Source: an optimization exercise on an open RTL-to-GDS flow (aim: small area and a short achievable clock period). Production flows keep margins and buffers that such runs may drop.
Where RTL was checked, it was by simulation tests only, not by an equivalence proof against the original.
No activity file was given, so power comes from the tool's default toggle rates.

## run a
==> module cpu, before the edit <==
module cpu(CLK, RESET, EN_L, Iin, Din, PC, NextPC, DataA, DataB, DataC, DataD, MW);
  input         CLK;
  input         RESET;
  input         EN_L;
  input  [15:0] Iin;
  input  [7:0]  Din;
  output [7:0]  PC;
  output [7:0]  NextPC;
  output [7:0]  DataA;
  output [7:0]  DataB;
  output [7:0]  DataC;
  output [7:0]  DataD;
  output        MW;
  reg  [7:1] pc_q;
  reg        EN_LPrev;
  reg  [7:0] r0, r1, r2, r3, r4, r5, r6, r7;
  wire [3:0] op = Iin[15:12];
  wire [2:0] rs = Iin[11:9];
  wire [2:0] rt = Iin[8:6];
  wire [2:0] rd = Iin[5:3];
  wire [2:0] fn = Iin[2:0];
  wire [7:0] imm = {{2{Iin[5]}}, Iin[5:0]};
  wire isR    = (op == 4'b1111) & (fn != 3'b111);
  wire isLB   = (op == 4'b0010);
  wire isSB   = (op == 4'b0100);
  wire isIALU = (op[3:2] == 2'b01) & (op[1:0] != 2'b00);    
  wire isBr   = (op[3:2] == 2'b10);
  wire isHALT = (op == 4'b0000) & (fn == 3'b001);
  wire useA   = isR | isLB | isSB | isIALU | isBr;          
  wire [7:0] sa_oh = 8'd1 << rs;
  wire [7:0] sb_oh = 8'd1 << rt;
  wire [7:0] a = ({8{sa_oh[0]}} & r0) | ({8{sa_oh[1]}} & r1) | ({8{sa_oh[2]}} & r2) | ({8{sa_oh[3]}} & r3) |
                 ({8{sa_oh[4]}} & r4) | ({8{sa_oh[5]}} & r5) | ({8{sa_oh[6]}} & r6) | ({8{sa_oh[7]}} & r7);
  wire [7:0] b = ({8{sb_oh[0]}} & r0) | ({8{sb_oh[1]}} & r1) | ({8{sb_oh[2]}} & r2) | ({8{sb_oh[3]}} & r3) |
                 ({8{sb_oh[4]}} & r4) | ({8{sb_oh[5]}} & r5) | ({8{sb_oh[6]}} & r6) | ({8{sb_oh[7]}} & r7);
  assign DataA = useA ? a : r0;
  assign DataB = b;
  wire useImm = ~op[3];                        
  wire [7:0] opB = useImm ? imm : b;
  wire doSub  = isBr ? ~op[1] : (isR & (fn == 3'b001));    
  wire [7:0] sum = a + (doSub ? ~opB : opB) + {7'b0, doSub};
  wire doAdd  = isLB | isSB | (op == 4'b0101) | (isR & fn[2:1] == 2'b00) | (isBr & ~op[1]);
  wire doAnd  = isR ? (fn == 3'b101) : (op == 4'b0110);
  wire doOr   = isR ? (fn == 3'b110) : (op == 4'b0111);
  wire doSra  = isR & (fn == 3'b010);
  wire doSrl  = isR & (fn == 3'b011);
  wire doSll  = isR & (fn == 3'b100);
  wire doPass = isBr & op[1];                  
  wire [7:0] other = ({8{doAnd}} & (a & opB)) | ({8{doOr}} & (a | opB)) |
                     ({8{doSra}} & {a[7], a[7:1]}) | ({8{doSrl}} & {1'b0, a[7:1]}) |
                     ({8{doSll}} & {a[6:0], 1'b0}) | ({8{doPass}} & a) |
                     ({8{~useA}} & {r0[6:0], 1'b0});
  assign DataD = doAdd ? sum : other;
  assign DataC = (doAdd & ~isLB) ? sum : (isLB ? Din : other);
  assign MW = isSB;
  wire eq = (a == b);
  wire taken = isBr & (op[1] ? (a[7] ^ ~op[0]) : (eq ^ op[0]));
  wire halt = isHALT & ~EN_L & EN_LPrev;
  wire [7:1] pc_inc = pc_q + 7'd1;
  wire [7:1] pc_br  = pc_q + 7'd1 + {Iin[5], Iin[5:0]};
  wire [7:1] npc = halt ? pc_q : (taken ? pc_br : pc_inc);
  assign NextPC = {npc, 1'b0};
  assign PC = {pc_q, 1'b0};
  wire LD = isR | isLB | isIALU;
  wire [2:0] DR = isR ? rd : rt;
  wire [7:0] wd = RESET ? 8'd0 : DataC;
  wire [7:0] we = {8{RESET}} | ({8{LD}} & (8'd1 << DR));
  always @(posedge CLK) begin
    EN_LPrev <= EN_L;
    if (RESET) pc_q <= 7'd0;
    else       pc_q <= npc;
    if (we[0]) r0 <= wd;
    if (we[1]) r1 <= wd;
    if (we[2]) r2 <= wd;
    if (we[3]) r3 <= wd;
    if (we[4]) r4 <= wd;
    if (we[5]) r5 <= wd;
    if (we[6]) r6 <= wd;
    if (we[7]) r7 <= wd;
  end
endmodule
export LEC_CHECK = 0
export CAP_MARGIN = 20
export CORE_MARGIN = 2
export CORE_UTILIZATION = 60
export CTS_BUF_LIST = sky130_fd_sc_hd__clkbuf_8
export SETUP_SLACK_MARGIN = 3.5
export SLEW_MARGIN = 20
create_clock -name core_clock -period 11.5 [get_ports {CLK}]
standard.sh (not shown) runs the stock make flow with config.mk's settings and CLKGATE_MAP_FILE= SYNTH_SCRIPT=/design/flow/synth_recipe.tcl, a recipe that flattens the netlist after the stock synthesis.
==> flow/flow/run.sh <==
#!/bin/bash
# The standard layout (the standard.sh), with the input and output ports buffered by
# sky130_fd_sc_hd__buf_2 instead of the cell buffer_ports picks by default.
set -euo pipefail
export BUFFER_PORTS_ARGS="-buffer_cell sky130_fd_sc_hd__buf_2"
bash standard.sh > flow_make.log 2>&1
diff inputs: run a => run b
diff --git a/flow/design.v b/flow/design.v
--- a/flow/design.v
+++ b/flow/design.v
@@ -607,12 +607,12 @@
   wire doSrl  = isR & (fn == 3'b011);
   wire doSll  = isR & (fn == 3'b100);
   wire doPass = isBr & op[1];                  
-  wire [7:0] other = ({8{doAnd}} & (a & opB)) | ({8{doOr}} & (a | opB)) |
-                     ({8{doSra}} & {a[7], a[7:1]}) | ({8{doSrl}} & {1'b0, a[7:1]}) |
-                     ({8{doSll}} & {a[6:0], 1'b0}) | ({8{doPass}} & a) |
-                     ({8{~useA}} & {r0[6:0], 1'b0});
-  assign DataD = doAdd ? sum : other;
-  assign DataC = (doAdd & ~isLB) ? sum : (isLB ? Din : other);
+  wire [7:0] Y = ({8{doAdd}} & sum) | ({8{doAnd}} & (a & opB)) | ({8{doOr}} & (a | opB)) |
+                 ({8{doSra}} & {a[7], a[7:1]}) | ({8{doSrl}} & {1'b0, a[7:1]}) |
+                 ({8{doSll}} & {a[6:0], 1'b0}) | ({8{doPass}} & a) |
+                 ({8{~useA}} & {r0[6:0], 1'b0});
+  assign DataD = Y;
+  assign DataC = isLB ? Din : Y;
   assign MW = isSB;
   wire eq = (a == b);
   wire taken = isBr & (op[1] ? (a[7] ^ ~op[0]) : (eq ^ op[0]));
==> comparison <==
From run a to run b the numbers moved as follows: finished layout cell area decreased 1.9%; die width -0.51 µm; synthesized cell count went down about 5.6%; setup slack went up 0.060 ns. Synthesis-to-finish area growth down 0.94 points in run b wrt run a. Transition at the pin with the smallest max-transition slack was lower in the run labelled run b.
Function not checked in run a: the RTL went through the layout flow alone.

* * *

## middle
Another version of the RTL of cpu (not shown whole).
Size in the first run: about 490 cells after synthesis, ~72 flip-flops, roughly 76 I/O pins.
Design cpu, start of the top module:
module cpu(CLK, RESET, EN_L, Iin, Din, PC, NextPC, DataA, DataB, DataC, DataD, MW);
  input         CLK;
  input         RESET;
  input         EN_L;
  input  [15:0] Iin;
  input  [7:0]  Din;
  output [7:0]  PC;
  output [7:0]  NextPC;
  output [7:0]  DataA;
  output [7:0]  DataB;
  output [7:0]  DataC;
  output [7:0]  DataD;
  output        MW;
  reg  [7:1] pc_q;
  reg        EN_LPrev;
  reg  [7:0] r0, r1, r2, r3, r4, r5, r6, r7;
  wire useA, useB, doSub, doAdd, selC, isLB, isLBc, isBr, isHALT, LD;
  wire ndoAnd, ndoOr, doRsh, doSra, doSll;
  wire [2:0] DR;
  wire [7:0] k;
  cpu_ctrl ctrl (.I(Iin), .RESET(RESET), .isLBc(isLBc), .useA(useA), .useB(useB), .doSub(doSub), .doAdd(doAdd), .selC(selC),
                 .ndoAnd(ndoAnd), .ndoOr(ndoOr), .doRsh(doRsh), .doSra(doSra), .doSll(doSll),
                 .isLB(isLB), .isSB(MW), .isBr(isBr), .isHALT(isHALT), .LD(LD),
                 .DR(DR), .k(k));
  wire [7:0] sa, sb, a, b;
  cpu_dec3 dec_a (.s(Iin[11:9]), .y(sa));
  cpu_dec3 dec_b (.s(Iin[8:6]), .y(sb));
  genvar i;
  generate
    for (i = 0; i < 8; i = i + 1) begin : rd
      wire [7:0] ri = {r7[i], r6[i], r5[i], r4[i], r3[i], r2[i], r1[i], r0[i]};
      cpu_rd8  pa (.s(sa), .r(ri), .y(a[i]));
      cpu_rd8  pb (.s(sb), .r(ri), .y(b[i]));
    end
  endgenerate
  assign DataB = b;
  wire nuseA;
  g_inv iua (.a(useA), .y(nuseA));
  generate
    for (i = 0; i < 8; i = i + 1) begin : am
      wire m1, m0;
      g_nand2 n1 (.a(useA), .b(a[i]), .y(m1));
      g_nand2 n0 (.a(nuseA), .b(r0[i]), .y(m0));
      g_nand2 n2 (.a(m1), .b(m0), .y(DataA[i]));
    end
  endgenerate
  wire [7:0] sum, ang, ant;
  wire [7:0] ap;
  cpu_add8 add (.a(a), .b(b), .useB(useB), .k(k), .ci(doSub), .s(sum), .ng(ang), .nt(ant), .p(ap));
  wire [7:0] nother, notherC;
  generate
    for (i = 0; i < 8; i = i + 1) begin : oth
      cpu_oth1 o (.ng(ang[i]), .nt(ant[i]), .al(i > 0 ? DataA[i-1] : 1'b0),
                  .ar(i < 7 ? DataA[i+1] : DataA[7]), .din(Din[i]),
  ...
==> module cpu, before the edit <==
module cpu(CLK, RESET, EN_L, Iin, Din, PC, NextPC, DataA, DataB, DataC, DataD, MW);
  input         CLK;
  input         RESET;
  input         EN_L;
  input  [15:0] Iin;
  input  [7:0]  Din;
  output [7:0]  PC;
  output [7:0]  NextPC;
  output [7:0]  DataA;
  output [7:0]  DataB;
  output [7:0]  DataC;
  output [7:0]  DataD;
  output        MW;
  reg  [7:1] pc_q;
  reg        EN_LPrev;
  reg  [7:0] r0, r1, r2, r3, r4, r5, r6, r7;
  wire useA, useB, doSub, doAdd, selC, isLB, isLBc, isBr, isHALT, LD;
  wire ndoAnd, ndoOr, doRsh, doSra, doSll;
  wire [2:0] DR;
  wire [7:0] k;
  cpu_ctrl ctrl (.I(Iin), .RESET(RESET), .isLBc(isLBc), .useA(useA), .useB(useB), .doSub(doSub), .doAdd(doAdd), .selC(selC),
                 .ndoAnd(ndoAnd), .ndoOr(ndoOr), .doRsh(doRsh), .doSra(doSra), .doSll(doSll),
                 .isLB(isLB), .isSB(MW), .isBr(isBr), .isHALT(isHALT), .LD(LD),
                 .DR(DR), .k(k));
  wire [7:0] sa, sb, a, b;
  cpu_dec3 dec_a (.s(Iin[11:9]), .y(sa));
  cpu_dec3 dec_b (.s(Iin[8:6]), .y(sb));
  genvar i;
  generate
    for (i = 0; i < 8; i = i + 1) begin : rd
      wire [7:0] ri = {r7[i], r6[i], r5[i], r4[i], r3[i], r2[i], r1[i], r0[i]};
      cpu_rd8  pa (.s(sa), .r(ri), .y(a[i]));
      cpu_rd8  pb (.s(sb), .r(ri), .y(b[i]));
    end
  endgenerate
  assign DataB = b;
  wire nuseA;
  g_inv iua (.a(useA), .y(nuseA));
  generate
    for (i = 0; i < 8; i = i + 1) begin : am
      wire m1, m0;
      g_nand2 n1 (.a(useA), .b(a[i]), .y(m1));
      g_nand2 n0 (.a(nuseA), .b(r0[i]), .y(m0));
      g_nand2 n2 (.a(m1), .b(m0), .y(DataA[i]));
    end
  endgenerate
  wire [7:0] sum, ang, ant;
  wire [7:0] ap;
  cpu_add8 add (.a(a), .b(b), .useB(useB), .k(k), .ci(doSub), .s(sum), .ng(ang), .nt(ant), .p(ap));
  wire [7:0] nother, notherC;
  generate
    for (i = 0; i < 8; i = i + 1) begin : oth
      cpu_oth1 o (.ng(ang[i]), .nt(ant[i]), .al(i > 0 ? DataA[i-1] : 1'b0),
                  .ar(i < 7 ? DataA[i+1] : DataA[7]), .din(Din[i]),
                  .isLB(isLBc), .ndoAnd(ndoAnd), .ndoOr(ndoOr),
                  .doRsh(i < 7 ? doRsh : doSra), .doSll(doSll),
                  .nD(nother[i]), .nC(notherC[i]));
    end
  endgenerate
  generate
    for (i = 0; i < 8; i = i + 1) begin : res
      wire sd, sc;
      g_nand2 d0 (.a(sum[i]), .b(doAdd), .y(sd));
      g_nand2 d1 (.a(sd), .b(nother[i]), .y(DataD[i]));
      g_nand2 c0 (.a(sum[i]), .b(selC), .y(sc));
      g_nand2 c1 (.a(sc), .b(notherC[i]), .y(DataC[i]));
    end
  endgenerate
  wire halt = isHALT & ~EN_L & EN_LPrev;
  wire taken, ntaken;
  wire [7:1] pc_inc, pc_br, npc;
  wire eq0, eq1;
  g_nand4 e0 (.a(ap[0]), .b(ap[1]), .c(ap[2]), .d(ap[3]), .y(eq0));
  g_nand4 e1 (.a(ap[4]), .b(ap[5]), .c(ap[6]), .d(ap[7]), .y(eq1));
  cpu_taken tk (.neq0(eq0), .neq1(eq1), .a7(a[7]), .op(Iin[13:12]), .isBr(isBr), .RESET(RESET), .taken(taken), .ntaken(ntaken));
  cpu_pcinc pi (.pc(pc_q), .halt(halt), .inc(pc_inc));
  cpu_pcbr  pb (.pc(pc_q), .off(Iin[5:0]), .br(pc_br));
  generate
    for (i = 1; i < 8; i = i + 1) begin : ps
      wire m1, m0;
      g_nand2 n1 (.a(taken), .b(pc_br[i]), .y(m1));
      g_nand2 n0 (.a(ntaken), .b(pc_inc[i]), .y(m0));
      g_nand2 n2 (.a(m1), .b(m0), .y(npc[i]));
    end
  endgenerate
  assign NextPC = {npc, 1'b0};
  assign PC = {pc_q, 1'b0};
  wire [7:0] we = {8{RESET}} | ({8{LD}} & (8'd1 << DR));
  always @(posedge CLK) begin
    EN_LPrev <= EN_L;
    pc_q <= npc;                   
    if (we[0]) r0 <= DataC;
    if (we[1]) r1 <= DataC;
    if (we[2]) r2 <= DataC;
    if (we[3]) r3 <= DataC;
    if (we[4]) r4 <= DataC;
    if (we[5]) r5 <= DataC;
    if (we[6]) r6 <= DataC;
    if (we[7]) r7 <= DataC;
  end
endmodule
==> module cpu_taken, before the edit <==
module cpu_taken(neq0, neq1, a7, op, isBr, RESET, taken, ntaken);
  input  neq0, neq1, a7;
  input  [1:0] op;
  input  isBr, RESET;
  output taken, ntaken;
  wire eq = ~(neq0 | neq1);
  wire t = isBr & (op[1] ? (a7 ^ ~op[0]) : (eq ^ op[0]));
  assign taken = t & ~RESET;
  assign ntaken = ~t & ~RESET;
endmodule
clock: 11.5 ns
lec_check: 0
cap_margin: 20
core_margin: 2
core_utilization: 60
cts_buf_list: sky130_fd_sc_hd__clkbuf_8
setup_slack_margin: 4.0
slew_margin: 20
synth_hierarchical: 1
==> flow/flow/run.sh <==
#!/bin/bash
# The standard layout (the standard.sh), with two changes: the input and output ports are
# buffered by sky130_fd_sc_hd__buf_2 instead of the cell buffer_ports picks by default, and
# clock tree synthesis inserts no dummy loads.
set -euo pipefail
export BUFFER_PORTS_ARGS="-buffer_cell sky130_fd_sc_hd__buf_2"
export CTS_ARGS="-sink_clustering_enable -repair_clock_nets -buf_list sky130_fd_sc_hd__clkbuf_8 -dont_use_dummy_load"
bash standard.sh > flow_make.log 2>&1
Input-level comparison between north and middle:
-- flow/design.v --
<<< middle, line 619
    end
  endgenerate
  generate
    for (i = 0; i < 8; i = i + 1) begin : res
>>> north, line 619
    end
  endgenerate
  wire [7:0] wdat;
  generate
    for (i = 0; i < 8; i = i + 1) begin : res
<<< middle, line 626
      g_nand2 c0 (.a(sum[i]), .b(selC), .y(sc));
      g_nand2 c1 (.a(sc), .b(notherC[i]), .y(DataC[i]));
    end
  endgenerate
>>> north, line 627
      g_nand2 c0 (.a(sum[i]), .b(selC), .y(sc));
      g_nand2 c1 (.a(sc), .b(notherC[i]), .y(DataC[i]));
      g_nand2 w1 (.a(sc), .b(notherC[i]), .y(wdat[i]));
    end
  endgenerate
<<< middle, line 634
  g_nand4 e0 (.a(ap[0]), .b(ap[1]), .c(ap[2]), .d(ap[3]), .y(eq0));
  g_nand4 e1 (.a(ap[4]), .b(ap[5]), .c(ap[6]), .d(ap[7]), .y(eq1));
  cpu_taken tk (.neq0(eq0), .neq1(eq1), .a7(a[7]), .op(Iin[13:12]), .isBr(isBr), .RESET(RESET), .taken(taken), .ntaken(ntaken));
  cpu_pcinc pi (.pc(pc_q), .halt(halt), .inc(pc_inc));
  cpu_pcbr  pb (.pc(pc_q), .off(Iin[5:0]), .br(pc_br));
>>> north, line 636
  g_nand4 e0 (.a(ap[0]), .b(ap[1]), .c(ap[2]), .d(ap[3]), .y(eq0));
  g_nand4 e1 (.a(ap[4]), .b(ap[5]), .c(ap[6]), .d(ap[7]), .y(eq1));
  wire tx, ty, ntx, nty, eq, neq, m0, m1, m2, m3;
  cpu_taken tk (.a7(a[7]), .op(Iin[13:12]), .isBr(isBr), .RESET(RESET), .tx(tx), .ty(ty),
                .ntx(ntx), .nty(nty));
  g_nor2  te (.a(eq0), .b(eq1), .y(eq));
  g_or2   tn (.a(eq0), .b(eq1), .y(neq));
  g_nand2 t0 (.a(eq), .b(tx), .y(m0));
  g_nand2 t1 (.a(neq), .b(ty), .y(m1));
  g_nand2 t2 (.a(m0), .b(m1), .y(taken));
  g_nand2 t3 (.a(eq), .b(ntx), .y(m2));
  g_nand2 t4 (.a(neq), .b(nty), .y(m3));
  g_nand2 t5 (.a(m2), .b(m3), .y(ntaken));
  cpu_pcinc pi (.pc(pc_q), .halt(halt), .inc(pc_inc));
  cpu_pcbr  pb (.pc(pc_q), .off(Iin[5:0]), .br(pc_br));
<<< middle, line 651
    EN_LPrev <= EN_L;
    pc_q <= npc;                   
    if (we[0]) r0 <= DataC;
    if (we[1]) r1 <= DataC;
    if (we[2]) r2 <= DataC;
    if (we[3]) r3 <= DataC;
    if (we[4]) r4 <= DataC;
    if (we[5]) r5 <= DataC;
    if (we[6]) r6 <= DataC;
    if (we[7]) r7 <= DataC;
  end
endmodule
>>> north, line 663
    EN_LPrev <= EN_L;
    pc_q <= npc;                   
    if (we[0]) r0 <= wdat;
    if (we[1]) r1 <= wdat;
    if (we[2]) r2 <= wdat;
    if (we[3]) r3 <= wdat;
    if (we[4]) r4 <= wdat;
    if (we[5]) r5 <= wdat;
    if (we[6]) r6 <= wdat;
    if (we[7]) r7 <= wdat;
  end
endmodule
<<< middle, line 775
  g_xor2  s7 (.a(p[7]), .b(c7), .y(s[7]));
endmodule
module cpu_taken(neq0, neq1, a7, op, isBr, RESET, taken, ntaken);
  input  neq0, neq1, a7;
  input  [1:0] op;
  input  isBr, RESET;
  output taken, ntaken;
  wire eq = ~(neq0 | neq1);
  wire t = isBr & (op[1] ? (a7 ^ ~op[0]) : (eq ^ op[0]));
  assign taken = t & ~RESET;
  assign ntaken = ~t & ~RESET;
endmodule
module cpu_pcinc(pc, halt, inc);
>>> north, line 787
  g_xor2  s7 (.a(p[7]), .b(c7), .y(s[7]));
endmodule
module cpu_taken(a7, op, isBr, RESET, tx, ty, ntx, nty);
  input  a7;
  input  [1:0] op;
  input  isBr, RESET;
  output tx, ty, ntx, nty;
  wire run = isBr & ~RESET;
  wire sgn = a7 ^ ~op[0];                    
  assign tx = run & (op[1] ? sgn : ~op[0]);   
  assign ty = run & (op[1] ? sgn : op[0]);    
  assign ntx = ~RESET & ~tx;
  assign nty = ~RESET & ~ty;
endmodule
module cpu_pcinc(pc, halt, inc);
### Flow results
- In the flow results for north and middle, the share of the clock period used by the worst path after layout is smaller on middle.
- The overall power consumption in north sits 2.6 µW above the value recorded for middle.
- Cmp north vs middle: number of buffer and inverter instances along the worst setup path higher in north
- Routed wire in north totals more than in middle.
- Relative to middle, layout-stage area growth over the synthesis result has decreased by 2.5 points in north.

## re-timing with driven ports
How much do the figures lean on ideal ports? The routed layouts below were timed once more, with nothing changed but the port constraints.
Step 1 assumes that a clkbuf_16 drives the clock port and a buf_2 every other input.
Step 2 adds t to the input delays and takes it off the output delays; t is the mean of the earliest and latest rising clock arrival at the registers after step 1. Input paths then give back, and output paths get back, about the clock's delay inside the block.
a / b / c = no drivers / after step 1 / after step 2; a / b = the first two.
run | shift t [ns] | slack for setup (ns) | hold slack, ns | slew at the worst register clock pin (ns) | worst data-port slew with drivers (ns)
run a | 0.377 | 3.610 / 3.483 / 3.483 | 0.589 / 0.589 / 0.589 | 0.09 / 0.09 | 0.15
run b | 0.365 | 3.670 / 3.622 / 3.622 | 0.520 / 0.520 / 0.520 | 0.09 / 0.09 | 0.08
middle | 0.376 | 4.163 / 4.129 / 4.129 | 0.619 / 0.619 / 0.619 | 0.09 / 0.09 | 0.04
north | 0.378 | 4.136 / 4.113 / 4.113 | 0.610 / 0.610 / 0.610 | 0.09 / 0.09 | 0.04
After both steps every run listed still meets setup and hold. The setup slack of run a, which loses most, moves by -0.127 ns with the drivers and by -0.127 ns with both steps.
